This design comes from an exercise in tuning for a short achievable clock period and few clock cycles per item on the open sky130 flow, not from production work.
No run shown here included a check of the RTL's function; only the layout flow was run.
No activity file was given, so power comes from the tool's default toggle rates.

File: design/flow/config.mk
export PLATFORM = sky130hd
export DESIGN_NAME = dram_controller
export DESIGN_NICKNAME = dram_controller
export VERILOG_FILES = /design/flow/design.v
export SDC_FILE = /design/flow/constraint.sdc
export NUM_CORES = 4
export LEC_CHECK = 0
export CAP_MARGIN = 20
export CORE_MARGIN = 2
export CORE_UTILIZATION = 40
export SLEW_MARGIN = 20
File: design/flow/constraint.sdc
create_clock -name core_clock -period 5.0 [get_ports {u_clk}]
set_input_delay 1.0000 -clock core_clock [delete_from_list [all_inputs] [get_ports {u_clk}]]
set_output_delay 1.0000 -clock core_clock [all_outputs]
set_load 0.01 [all_outputs]
File: design/flow/design.v
module dram_controller #
  (
    parameter   integer NUMBER_OF_COLUMNS = 8,
    parameter   integer NUMBER_OF_ROWS = 128,
    parameter   integer NUMBER_OF_BANKS = 8,
    parameter   integer REFRESH_RATE = 125,  
    parameter   integer CLK_FREQUENCY = 100,  
    parameter   integer U_DATA_WIDTH = 2,
    parameter   integer DRAM_DATA_WIDTH = 2,
    parameter integer COLUMN_WIDTH = $clog2(NUMBER_OF_COLUMNS/DRAM_DATA_WIDTH),
    parameter integer ROW_WIDTH = $clog2(NUMBER_OF_ROWS),
    parameter integer BANK_ID_WIDTH = $clog2(NUMBER_OF_BANKS),
    parameter integer U_ADDR_WIDTH = BANK_ID_WIDTH + ROW_WIDTH + COLUMN_WIDTH,
    parameter integer CYCLES_BETWEEN_REFRESH = CLK_FREQUENCY*REFRESH_RATE - 100,
    parameter integer DRAM_ADDR_WIDTH = ROW_WIDTH > COLUMN_WIDTH ? ROW_WIDTH : COLUMN_WIDTH,
    parameter integer REFRESH_COUNTER_WIDTH = $clog2(CYCLES_BETWEEN_REFRESH)
  )
  (
    input                         u_rst_n,
    input                         u_clk,
    input                         u_en,
    input   [U_ADDR_WIDTH-1:0]    u_addr,
    input   [U_DATA_WIDTH-1:0]    u_data_i,
    input                         u_cmd,
    output  [U_DATA_WIDTH-1:0]    u_data_o,
    output                        u_data_valid,
    output                        u_cmd_ack,
    output                        u_busy,
    input   [DRAM_DATA_WIDTH-1:0]   dram_rd_data,
    input                           dram_refresh_done,
    output  [DRAM_DATA_WIDTH-1:0]   dram_wr_data,
    output  [DRAM_ADDR_WIDTH-1:0]   dram_addr,
    output  [BANK_ID_WIDTH-1:0]     dram_bank_id,
    output                          dram_cs_n,
    output                          dram_ras_n,
    output                          dram_cas_n,
    output                          dram_we_n,
    output                          dram_clk_en
  );
    localparam integer REF_START = 12450;
    reg                         hv;
    reg [BANK_ID_WIDTH-1:0]     h_bank;
    reg [ROW_WIDTH-1:0]         h_row;
    reg [COLUMN_WIDTH-1:0]      h_col;
    reg                         h_wr;
    reg [U_DATA_WIDTH-1:0]      h_data;
    reg [NUMBER_OF_BANKS-1:0]   open_r;
    reg [ROW_WIDTH-1:0]         orow_r [0:NUMBER_OF_BANKS-1];
    reg                         ras_r, cas_r, we_r;
    reg [DRAM_ADDR_WIDTH-1:0]   addr_r;
    reg [BANK_ID_WIDTH-1:0]     bank_r;
    reg [DRAM_DATA_WIDTH-1:0]   wdata_r;
    reg                         busy_r;
    reg                         ack_r;
    reg                         rd1_r, valid_r;
    reg [U_DATA_WIDTH-1:0]      data_o_r;
    reg [13:0]                  rcnt_r;
    reg                         rpend_r;    
    reg                         rfsh_r;     
    assign u_cmd_ack    = ack_r;
    assign u_busy       = busy_r;
    assign u_data_valid = valid_r;
    assign u_data_o     = data_o_r;
    assign dram_wr_data = wdata_r;
    assign dram_addr    = addr_r;
    assign dram_bank_id = bank_r;
    assign dram_cs_n    = 1'b0;
    assign dram_ras_n   = ras_r;
    assign dram_cas_n   = cas_r;
    assign dram_we_n    = we_r;
    assign dram_clk_en  = 1'b1;
    wire                  h_open = open_r[h_bank];
    wire [ROW_WIDTH-1:0]  h_orow = orow_r[h_bank];
    wire                  h_hit  = h_open && (h_orow == h_row);
    reg [BANK_ID_WIDTH-1:0] lo_bank;
    integer i;
    always @* begin
      lo_bank = 0;
      for (i = NUMBER_OF_BANKS-1; i >= 0; i = i-1)
        if (open_r[i]) lo_bank = i;
    end
    wire [ROW_WIDTH-1:0] lo_orow = orow_r[lo_bank];
    wire col_now  = hv && h_hit;
    wire ready    = !rpend_r && !rfsh_r && (!hv || h_hit);
    wire accept   = u_rst_n && u_en && ready;
    wire do_ref   = !hv && rpend_r && !rfsh_r && (open_r == 0);
    wire do_rpre  = !hv && rpend_r && !rfsh_r && (open_r != 0);
    reg                       n_ras, n_cas, n_we;
    reg [DRAM_ADDR_WIDTH-1:0] n_addr;
    reg [BANK_ID_WIDTH-1:0]   n_bank;
    always @* begin
      n_ras = 1'b1; n_cas = 1'b1; n_we = 1'b1;
      n_addr = h_row;
      n_bank = h_bank;
      if (hv) begin
        if (h_hit) begin
          n_cas = 1'b0; n_we = !h_wr;
          n_addr = {{(DRAM_ADDR_WIDTH-COLUMN_WIDTH){1'b0}}, h_col};
        end else if (h_open) begin
          n_ras = 1'b0; n_we = 1'b0;
          n_addr = h_orow;
        end else begin
          n_ras = 1'b0;
          n_addr = h_row;
        end
      end else if (do_rpre) begin
        n_ras = 1'b0; n_we = 1'b0;
        n_addr = lo_orow;
        n_bank = lo_bank;
      end else if (do_ref) begin
        n_ras = 1'b0; n_cas = 1'b0; n_we = 1'b0;
      end
    end
    always @(posedge u_clk) begin
      if (!u_rst_n) begin
        hv <= 1'b0;
        ack_r <= 1'b0;
        ras_r <= 1'b1; cas_r <= 1'b1; we_r <= 1'b1;
        busy_r <= 1'b0;
        open_r <= 0;
        rd1_r <= 1'b0;
        valid_r <= 1'b0;
        rcnt_r <= 0;
        rpend_r <= 1'b0;
        rfsh_r <= 1'b0;
      end else begin
        ack_r <= accept;
        if (accept) hv <= 1'b1;
        else if (col_now) hv <= 1'b0;
        ras_r <= n_ras; cas_r <= n_cas; we_r <= n_we;
        busy_r <= !(n_ras && n_cas && n_we);
        if (hv && !h_open) open_r[h_bank] <= 1'b1;
        else if (hv && !h_hit) open_r[h_bank] <= 1'b0;
        else if (do_rpre) open_r[lo_bank] <= 1'b0;
        rd1_r <= ras_r && !cas_r && we_r;
        valid_r <= rd1_r;
        if (rfsh_r) begin
          if (dram_refresh_done) begin
            rfsh_r <= 1'b0;
            rpend_r <= 1'b0;
            rcnt_r <= 0;
          end
        end else begin
          rcnt_r <= rcnt_r + 1'b1;
          if (rcnt_r == REF_START) rpend_r <= 1'b1;
          if (do_ref) rfsh_r <= 1'b1;
        end
      end
    end
    always @(posedge u_clk) begin
      if (accept) begin
        h_bank <= u_addr[ROW_WIDTH+COLUMN_WIDTH +: BANK_ID_WIDTH];
        h_row  <= u_addr[COLUMN_WIDTH +: ROW_WIDTH];
        h_col  <= u_addr[COLUMN_WIDTH-1:0];
        h_wr   <= u_cmd;
        h_data <= u_data_i;
      end
      if (hv && !h_open) orow_r[h_bank] <= h_row;
      addr_r <= n_addr;
      bank_r <= n_bank;
      wdata_r <= h_data;
      data_o_r <= dram_rd_data;
    end
endmodule
File: design/flow/run.sh
#!/bin/bash
# synth_recipe.tcl (not shown) runs the flow's synth.tcl, then flattens the netlist and writes it again
# the make line also repeats each setting of config.mk as NAME=value (left out here)
make -C /OpenROAD-flow-scripts/flow DESIGN_CONFIG=/design/flow/config.mk WORK_HOME=/design/flow/orfs CLKGATE_MAP_FILE= SYNTH_SCRIPT=/design/flow/synth_recipe.tcl finish
==> key figures, run 1 <==
Status
  • Status: finished clean

GRT
  • Largest net degree at the start of global routing: 34
  • Grt ovf: 0
  • Initial antenna violation count: 0
  • All-Layer GR Usage: 0.1995
  • Vias in the first global route: 3955
  • First-pass GRT wire length: 22.21 mm

Cells and area
  • Fill cell count: 1230
  • Area Growth Syn to Fin: 20.08%
  • Nets@finish: 541
  • Antenna diodes: 0
  • Share of cells above drive strength 1: 0.1469

Place
  • PortBufs: 40
  • Placed wire-length estimate: 9.591 mm
  • GP Congestion: 0.9080
  • Post-Place Worst Slack: 1.205 ns

Timing
  • Fmax: 261.8 MHz
  • Finish-stage setup viols: 0
  • Clock Skew: 0.006327 ns
  • Final hold vios: 0
  • WHS: 0.3455 ns
  • Post-route setup TNS: 0 ns
  • RSZ-0062 raised after global routing: false
  • Final count of pins violating max slew: 0
  • Worst rel slew slack: 0.3290
  • Clock period minus worst slack: 3.819 ns
  • Final worst-path cycle share: 0.7639
  • Slack of the critical path: 1.181 ns
  • Worst-Margin Slew: 1.003 ns

Setup path
  • CP bufs+invs: 1
  • CP top delay family: multiplexers
  • Critical path type: reg2reg
  • CP required: 5.12 ns
  • Critical path startpoint category: flop
  • Crit Path Max Fanout: 14
  • Slowest cell on crit path: dfxtp_1
  • Worst EP arrival: 3.94 ns
  • Crit path cell chain: mux4_1, mux2i_1, xor2_1, nand4_2, o21ai_2, and3_1, buf_4
  • Capture point of the worst reg-to-reg path: h_col[0]
  • Reg2Reg Setup Slack: 1.18 ns
  • Slowest stage delay, CP: 0.76 ns
  • WP depth: 7
  • Setup crit end kind: flop
  • FF-to-FF path depth: 7

Clock tree
  • Root buf cell: clkbuf_16
  • CTS buffer count: 17
  • Worst-path clk slew: 0.06 ns
  • Hold buffers post-CTS: 0
  • H-tree levels: 4
  • Later-pin clock latency in the skew report: 0.41 ns
  • Post-CTS Resized: 0
  • Clock Sinks: 120
  • CTS tree: built
  • Post-CTS Setup Bufs: 0
  • Clk buf depth: 2

Route
  • Length of the first detailed-routing pass in iterations: 5
  • Routed WL: 14.17 mm
  • Avg WL per Cell: 20.13 um
  • DRC: 0
  • Routed vias: 4062
  • Drt via density: 5.770
  • DR iter-0 viols: 319
  • Final ANT Viol Nets: 0

Logic synthesis
  • Area leader, netlist: edfxtp_1
  • Compound-cell area share of the yosys netlist: 0.1205
  • Post-Synth Adder-Cell Area: 0.01969
  • Asr flop ratio synth: 0
  • Syn_nets: 499
  • Syn Inst Count: 469
  • Count leader, synth: edfxtp_1
  • Synth cell count leaders: edfxtp_1, dfxtp_1, nand2_1
  • Synth Register Bits: 120
  • Top cells by area, synth: edfxtp_1, dfxtp_1, mux4_2
  • Largest family of logic cells by synthesized area: multiplexers
  • Synth Area in Simple Gates: 0.1273
  • Synth Area per Inst: 12.19 um2
  • Netlist cell types: 63
  • Post-synthesis xor/xnor area fraction: 0.01685
  • Sequential share of the synthesized area: 0.5443
  • Synth top area share: 0.3728
  • Number of flops mapped to enable cells by yosys: 71
  • Yosys warns: 1
  • Mapped Area: 5719 um2
  • Top FF cell, synth: edfxtp_1
  • Mux contribution to synthesized area: 0.1361

Min path
  • HP Class: reg2reg
  • Worst hold start: h_data[0]
  • Hold depth: 0
  • Hold-critical path endpoint: wdata_r[0]

Floorplanning
  • Die Ht: 123.6 um
  • DIE AREA: 15270 um2
  • Boundary Pins: 43
  • Die Wd: 123.6 um
  • Initial Util: 0.4104
  • Row count: 43
  • Core area: 13930 um2

Power
  • Pwr/cell area: 362.9 nW/um2
  • Worst VDD drop: 241.6 uV
  • P_leak: 2.437 nW
  • Overall power: 2.493 mW

Job
  • Max_cap viols: 0
## routing by layer
metal	vias up	global-route usage	wire length (um)
met5	-	0	0
met4	0	0.07102	306
met3	22	0.05220	873
met2	166	0.3214	6871
met1	2005	0.2606	6118
li1	1869	-	-
## power by group
part	total, mW	internal (mW)	switching, mW
Sequential	1.11	1.07	0.0342
Clock	1.18	0.735	0.447
Combinational	0.206	0.103	0.102
## worst max-delay path by stage
stage	slack, ns	start	end
after CTS	1.17	flop	h_row[0]
after detailed placement	1.20	flop	h_data[1]
after global placement	1.29	flop	h_data[0]
after floorplan	2.41	flop	flop
after global routing	0.87	flop	h_col[0]
final	1.18	flop	h_col[0]
## layout by cell type (no fill, tap or decap), types with 10 or more instances in the layout
cell type         n
a21oi_1          13
and2_1           10
and3_1           10
buf_4            10
clkbuf_16        17
clkdlybuf4s50_1  40
dfxtp_1          49
edfxtp_1         71
inv_1            14
mux2i_1          23
mux4_2           16
nand2_1          40
nor2_1           26
nor3_1           11
o21ai_0          12
## kinds of logic (layout without fill, tap and decap cells)
logic type,count (synthesis),after routing
AO/OA/AOI/OAI,92,92
XOR/XNOR,11,11
adder cells (fa/ha/maj),9,9
buffers and inverters,41,96
flip-flops,120,120
multiplexers,52,52
other,2,2
AND/OR/NAND/NOR,142,142
## cell type report
class	instances	area (um2)	share of cell area
clock inverters	14	150.1	0.02186
flip-flops and latches	120	3113	0.4533
inverters	14	52.55	0.007652
well taps	180	225.2	0.03279
multi-input cells	308	2422	0.3527
clock buffers	18	429.2	0.06249
repair buffers	50	475.5	0.06923
## flip-flops by register name, indices dropped and copies added, names as in the netlist, 2 cells and up, named ones only
signal,flops
h_bank,3
h_col,2
orow_r,56
rcnt_r,14
bank_r,3
wdata_r,2
open_r,8
addr_r,7
h_row,7
h_data,2
data_o_r,2
## per-stage QoR
step,cells,area (um2),util
global placement,672,6289,0.4513
CTS,704,6868,0.4929
detailed placement,672,6289,0.4513
finish,704,6868,0.4929
global route,704,6868,0.4929
floorplan,469,5719,-
==> inputs of run 2 (changes only) <==
--- a/design/flow/config.mk
+++ b/design/flow/config.mk
@@ -5,7 +5,9 @@
 export SDC_FILE = /design/flow/constraint.sdc
 export NUM_CORES = 4
 export LEC_CHECK = 0
+export ABC_CLOCK_PERIOD_IN_PS = 2000
 export CAP_MARGIN = 20
 export CORE_MARGIN = 2
 export CORE_UTILIZATION = 40
+export SETUP_SLACK_MARGIN = 3.2
 export SLEW_MARGIN = 20
==> key figures, run 2 <==
Status
  • Status: finished clean

Route
  • Drt via density: 5.806
  • Avg WL per Cell: 20.93 um
  • DRC: 0
  • DR iter-0 viols: 308
  • Routed vias: 4389
  • Routed WL: 15.83 mm
  • Final ANT Viol Nets: 0
  • Length of the first detailed-routing pass in iterations: 6

Logic synthesis
  • Top cells by area, synth: edfxtp_1, dfxtp_1, mux4_2
  • Yosys warns: 1
  • Number of flops mapped to enable cells by yosys: 71
  • Count leader, synth: edfxtp_1
  • Top FF cell, synth: edfxtp_1
  • Synth top area share: 0.3728
  • Sequential share of the synthesized area: 0.5443
  • Synth Area per Inst: 12.19 um2
  • Syn_nets: 499
  • Synth cell count leaders: edfxtp_1, dfxtp_1, nand2_1
  • Synth Register Bits: 120
  • Area leader, netlist: edfxtp_1
  • Asr flop ratio synth: 0
  • Netlist cell types: 63
  • Syn Inst Count: 469
  • Mapped Area: 5719 um2

Power
  • Internal: 1.980 mW
  • Sequential Power Share: 0.415
  • Pwr/cell area: 337.9 nW/um2
  • P_leak: 2.907 nW
  • Overall power: 2.657 mW
  • Worst VDD drop: 283.0 uV
  • Logic pwr share: 0.112
  • Sw Ratio: 0.2548
  • Sw Pwr: 677.1 uW
  • Power share of the clock group: 0.473

Timing
  • Final count of pins violating max slew: 0
  • WHS: 0.3518 ns
  • Post-route setup TNS: 0 ns
  • Fmax: 390.6 MHz
  • Final hold vios: 0
  • Worst-Margin Slew: 0.7268 ns
  • Clock period minus worst slack: 2.560 ns
  • Finish-stage setup viols: 0
  • Worst rel slew slack: 0.5137
  • Clock Skew: 0.01015 ns
  • RSZ-0062 raised after global routing: true
  • Final worst-path cycle share: 0.5120

Cells and area
  • Nets@finish: 593
  • Commonest non-fill, non-tap cells in the layout: edfxtp_1, dfxtp_1, nand2_1
  • Most common cell after layout, fill and taps aside: edfxtp_1
  • Number of flip-flops under the largest register name: 56
  • Antenna diodes: 0
  • Final Non-Filler Cells: 756
  • Area Growth Syn to Fin: 37.50%
  • Fill cell count: 1103
  • Share of cells above drive strength 1: 0.3785
  • Biggest regs: orow_r x56, rcnt_r x14, open_r x8
  • Largest Register: orow_r

Setup path
  • Crit Path Max Fanout: 7
  • Critical path startpoint category: flop
  • Setup crit end kind: flop
  • CP top delay family: multiplexers
  • Crit path cell chain: mux4_2, mux2i_2, xor2_1, nand4_2, o21ai_4, and3_4, buf_12, mux2_4
  • Critical path type: reg2reg
  • FF-to-FF path depth: 8
  • Slowest stage delay, CP: 0.52 ns
  • CP required: 5.31 ns
  • WP depth: 8
  • CP bufs+invs: 1
  • Reg2Reg Setup Slack: 2.44 ns
  • Worst EP arrival: 2.87 ns
  • Slowest cell on crit path: mux4_2

Clock tree
  • CTS tree: built
  • Worst-path clk slew: 0.06 ns
  • Root buf cell: clkbuf_16
  • H-tree levels: 4
  • Clock Sinks: 120
  • Clk buf depth: 2
  • CTS buffer count: 17
  • Later-pin clock latency in the skew report: 0.43 ns
  • Hold buffers post-CTS: 0

Floorplanning
  • Initial Util: 0.4104
  • Die Wd: 123.6 um
  • DIE AREA: 15270 um2
  • Row count: 43
  • Core area: 13930 um2
  • Boundary Pins: 43
  • Die Ht: 123.6 um

Place
  • GP Congestion: 0.8179
  • Cell count after placement: 667
  • Placed wire-length estimate: 9.538 mm
  • PortBufs: 40

Min path
  • HP Class: reg2reg

Job
  • Max_cap viols: 0

GRT
  • All-Layer GR Usage: 0.2217
  • Vias in the first global route: 4373
  • Grt ovf: 0
  • First-pass GRT wire length: 24.34 mm
  • Largest net degree at the start of global routing: 34
  • Initial antenna violation count: 0
run 2: cell count changes in the layout (fill, tap and decap cells not counted), sizes merged:
cell           previous run  this run
inv                      16        24
dlymetal6s2s              0         1
clkbuf                   18        17
clkinv                    8         2
clkdlybuf4s50            40        19
buf                      10        82
clkinvlp                  2         1
run 2: through the flow:
stage	setup WS [ns]	util	instance area, um2
3_3_place_gp	1.321	0.4595	6404
2_1_floorplan	2.501	-	5914
3_5_place_dp	1.199	0.4595	6404
4_1_cts	2.429	0.5505	7671
5_1_grt	2.312	0.5643	7864
6_report	2.440	0.5643	7864
run 2: worst min path at each step:
| stage | from | depth (start not counted) | endpoint | slack, ns |
|---|---|---|---|---|
| after floorplan | h_data[0] | 0 | wdata_r[0] | 0.32 |
| after global placement | h_data[1] | 0 | wdata_r[1] | 0.33 |
| after detailed placement | h_data[0] | 0 | wdata_r[0] | 0.34 |
| after CTS | h_data[0] | 0 | wdata_r[0] | 0.36 |
| after global routing | h_data[1] | 0 | wdata_r[1] | 0.36 |
| final | h_data[0] | 0 | wdata_r[0] | 0.35 |
run 2: cells by family (layout without fill, tap and decap cells):
kind of cell               count (synthesis)  in the layout  synth area share
AOI/OAI and AO/OA                         92             92            0.1205
xor gates and xnor gates                  11             11           0.01685
adders and majority gates                  9              9           0.01969
buffers and inverters                     41            148           0.03391
DFF                                      120            120            0.5443
muxes                                     52             52            0.1361
other                                      2              2          0.001313
and+or+nand+nor                          142            142            0.1273
run 2: power groups by stage:
| stage | Clock, mW | Sequential, mW | Combinational (mW) |
|---|---|---|---|
| finish | 1.26 | 1.10 | 0.298 |
| floorplan | 0 | 1.11 | 0.165 |
| CTS | 1.27 | 1.10 | 0.279 |
| global placement | 0 | 1.13 | 0.210 |
| global route | 1.32 | 1.11 | 0.317 |
| detailed placement | 0 | 1.13 | 0.213 |
run 2: timing repair:
action	CTS	global route
setup buffers	52	5
pin swaps	29	31
gates resized for setup	151	34
endpoints found under the hold margin	0	0
endpoints found under the setup margin	126	125
run 2: area by class of cell:
| cell class | instances | area, um2 | share of cell area |
|---|---|---|---|
| multi-input cells | 308 | 2800 | 0.3561 |
| well taps | 180 | 225.2 | 0.02864 |
| inverters | 14 | 55.05 | 0.007001 |
| flip-flops and latches | 120 | 3147 | 0.4002 |
| repair buffers | 102 | 1031 | 0.1311 |
| clock buffers | 17 | 425.4 | 0.05410 |
| clock inverters | 15 | 180.2 | 0.02291 |
run 2: layer usage:
metal	vias to the layer above	share of wire	GRT usage
met3	52	0.067	0.05266
met4	0	0.043	0.1307
met2	185	0.48	0.3541
met5	-	0	0
li1	1985	-	-
met1	2167	0.41	0.2742
==> inputs of run 3 (changes only) <==
--- a/design/flow/config.mk
+++ b/design/flow/config.mk
@@ -9,5 +9,5 @@
 export CAP_MARGIN = 20
 export CORE_MARGIN = 2
 export CORE_UTILIZATION = 40
-export SETUP_SLACK_MARGIN = 3.2
+export SETUP_SLACK_MARGIN = 2.5
 export SLEW_MARGIN = 20
==> key figures, run 3 <==
GRT
  • Grt ovf: 0
  • Initial antenna violation count: 0
  • Vias in the first global route: 4068
  • First-pass GRT wire length: 22.53 mm
  • Met1 global-route usage: 0.2658
  • Grt met3 use: 0.05220
  • M2 GR Usage: 0.3194
  • Largest net degree at the start of global routing: 34
  • All-Layer GR Usage: 0.2047
  • Busiest layer in global routing: met2

Logic synthesis
  • Asr flop ratio synth: 0
  • Mapped Area: 5719 um2
  • Top cells by area, synth: edfxtp_1, dfxtp_1, mux4_2
  • Netlist cell types: 63
  • Syn Inst Count: 469
  • Synth top area share: 0.3728
  • Top FF cell, synth: edfxtp_1
  • Sequential share of the synthesized area: 0.5443
  • Area leader, netlist: edfxtp_1
  • Synth Register Bits: 120
  • Syn_nets: 499
  • Synth cell count leaders: edfxtp_1, dfxtp_1, nand2_1
  • Synth Area per Inst: 12.19 um2
  • Number of flops mapped to enable cells by yosys: 71
  • Count leader, synth: edfxtp_1
  • Yosys warns: 1

Job
  • Max_cap viols: 0

Cells and area
  • Final Non-Filler Cells: 744
  • Commonest non-fill, non-tap cells in the layout: edfxtp_1, dfxtp_1, clkdlybuf4s50_1, buf_4, nand2_1
  • Biggest regs: orow_r x56, rcnt_r x14, open_r x8
  • Nets@finish: 581
  • Most common cell after layout, fill and taps aside: edfxtp_1
  • Largest Register: orow_r
  • Fill cell count: 1168
  • Antenna diodes: 0
  • Number of flip-flops under the largest register name: 56
  • Final instance area: 7430 um2
  • Area Growth Syn to Fin: 29.91%
  • Share of cells above drive strength 1: 0.2571

Timing
  • Clock period minus worst slack: 2.638 ns
  • Clock Skew: 0.007195 ns
  • Worst-Margin Slew: 0.8353 ns
  • RSZ-0062 raised after global routing: true
  • Final worst-path cycle share: 0.5276
  • Finish-stage setup viols: 0
  • Post-route setup TNS: 0 ns
  • Final hold vios: 0
  • WHS: 0.3461 ns
  • Final count of pins violating max slew: 0
  • Fmax: 379.1 MHz
  • Worst rel slew slack: 0.4380
  • Slack of the critical path: 2.362 ns

Route
  • DRC: 0
  • Drt via density: 5.753
  • Routed vias: 4280
  • Final ANT Viol Nets: 0
  • Avg WL per Cell: 20.11 um
  • Length of the first detailed-routing pass in iterations: 5
  • Routed WL: 14.96 mm
  • DR iter-0 viols: 301

Floorplanning
  • Core area: 13930 um2
  • Die Wd: 123.6 um
  • Die Ht: 123.6 um
  • Row count: 43
  • Initial Util: 0.4104
  • DIE AREA: 15270 um2
  • Boundary Pins: 43

Place
  • Post-Place Worst Slack: 1.157 ns
  • Cell count after placement: 669
  • PortBufs: 40
  • GP Congestion: 0.9064
  • Cell Area, Placed: 6286 um2
  • Placed wire-length estimate: 9.143 mm

Min path
  • Hold-critical path endpoint: wdata_r[1]
  • Worst hold start: h_data[1]
  • Hold depth: 0
  • HP Class: reg2reg

Clock tree
  • Later-pin clock latency in the skew report: 0.43 ns
  • Root buf cell: clkbuf_16
  • Clk buf depth: 2
  • CTS buffer count: 17
  • H-tree levels: 4
  • Clock Sinks: 120
  • CTS tree: built
  • Worst-path clk slew: 0.05 ns

Setup path
  • Slowest cell on crit path: mux4_2
  • Worst EP arrival: 2.78 ns
  • Setup crit end kind: flop
  • Crit Path Max Fanout: 8
  • Slowest stage delay, CP: 0.53 ns
  • Reg2Reg Setup Slack: 2.36 ns
  • CP required: 5.14 ns
  • Critical path startpoint category: flop
  • FF-to-FF path depth: 8
  • Capture point of the worst reg-to-reg path: h_wr
  • Critical path type: reg2reg
  • Crit path cell chain: mux4_2, mux2i_2, xor2_1, o2111ai_2, o21ai_2, buf_6, and3_4, buf_4

Power
  • Pwr/cell area: 350.1 nW/um2
  • Worst VDD drop: 237.8 uV
  • P_leak: 2.689 nW

Status
  • Status: finished clean
==> run 3: cell counts after synthesis <==
Identical to the previous run, type by type.
==> run 3: power breakdown <==
part           leakage, nW  switching (mW)  internal, mW
combinational         1.35           0.131         0.139
clock                0.292           0.424         0.806
sequential            1.05          0.0292          1.07
==> run 3: worst max-delay path by stage <==
stage | to | startpoint | slack (ns)
2_1_floorplan | orow_r[1][0] | h_bank[1] | 2.43
5_1_grt | h_wr | flop | 2.29
3_3_place_gp | h_col[1] | flop | 1.28
3_5_place_dp | h_row[4] | flop | 1.16
6_report | h_wr | flop | 2.36
4_1_cts | h_wr | flop | 2.33
==> run 3: layer usage <==
layer | up-vias | routed length, um
met3 | 36 | 940
met1 | 2117 | 6434
met4 | 0 | 455
met2 | 176 | 7129
li1 | 1951 | -
met5 | - | 0
==> run 3: kinds of logic after synthesis <==
kind of cell,Yosys count,synth area share
buf+inv,41,0.03391
compound gates,92,0.1205
flops,120,0.5443
fa+ha+maj,9,0.01969
other cells,2,0.001313
mux,52,0.1361
simple gates,142,0.1273
xor+xnor,11,0.01685
==> run 3: repair_timing <==
action                                 4_1_cts  5_1_grt
gates cloned                                 0        0
endpoints found under the hold margin        0        0
setup endpoints to repair                   94       90
hold buffers                                 0        0
buffers inserted                            25       18
gates resized for setup                     30       15
pin swaps                                    8        6
==> run 3: worst max-delay path, delay by kind of cell (launching register included) <==
kind                      cells  cell delay, ns
muxes                         2            0.75
DFF                           1            0.42
AOI/OAI and AO/OA             2            0.38
and+or+nand+nor               1            0.29
buffers and inverters         2            0.27
xor gates and xnor gates      1            0.23
==> run 3: through the flow <==
stage	utilization	power, mW
floorplan	-	1.258
global placement	0.4511	1.330
detailed placement	0.4511	1.333
CTS	0.5158	2.593
global route	0.5332	2.683
finish	0.5332	2.601
==> run 3: area by class of cell <==
class	count	area, um2	area share
Tap cell	180	225.2	0.03031
Clock inverter	8	118.9	0.01600
Inverter	14	52.55	0.007073
Multi-Input combinational cell	308	2596	0.3494
Clock buffer	24	471.7	0.06349
Sequential cell	120	3127	0.4208
Timing Repair Buffer	90	838.3	0.1128

-- static timing again, ports no longer ideal --
How much do the figures lean on ideal ports? The routed layouts below were timed once more, with nothing changed but the port constraints.
Step 1, drivers: a clkbuf_16 drives u_clk and a buf_2 each remaining input, both assumed.
Step 2 times the ports against the registers' clock, not the clock port: input delays grow and output delays shrink by t, the midpoint of the rising clock arrivals with the driver on.
a / b / c = ideal / step 1 / step 2; a / b = the first two.
run | shift t [ns] | slack for setup (ns) | worst setup path after step 2
run 1 | 0.453 | 1.181 / 1.181 / 1.181 | register to register
run 2 | 0.468 | 2.440 / 2.440 / 2.334 | input to register
run 3 | 0.465 | 2.362 / 2.362 / 2.303 | input to register
After both steps every run listed still meets setup and hold. The setup slack of run 2, which loses most, moves by 0.000 ns with the drivers and by -0.106 ns with both steps.
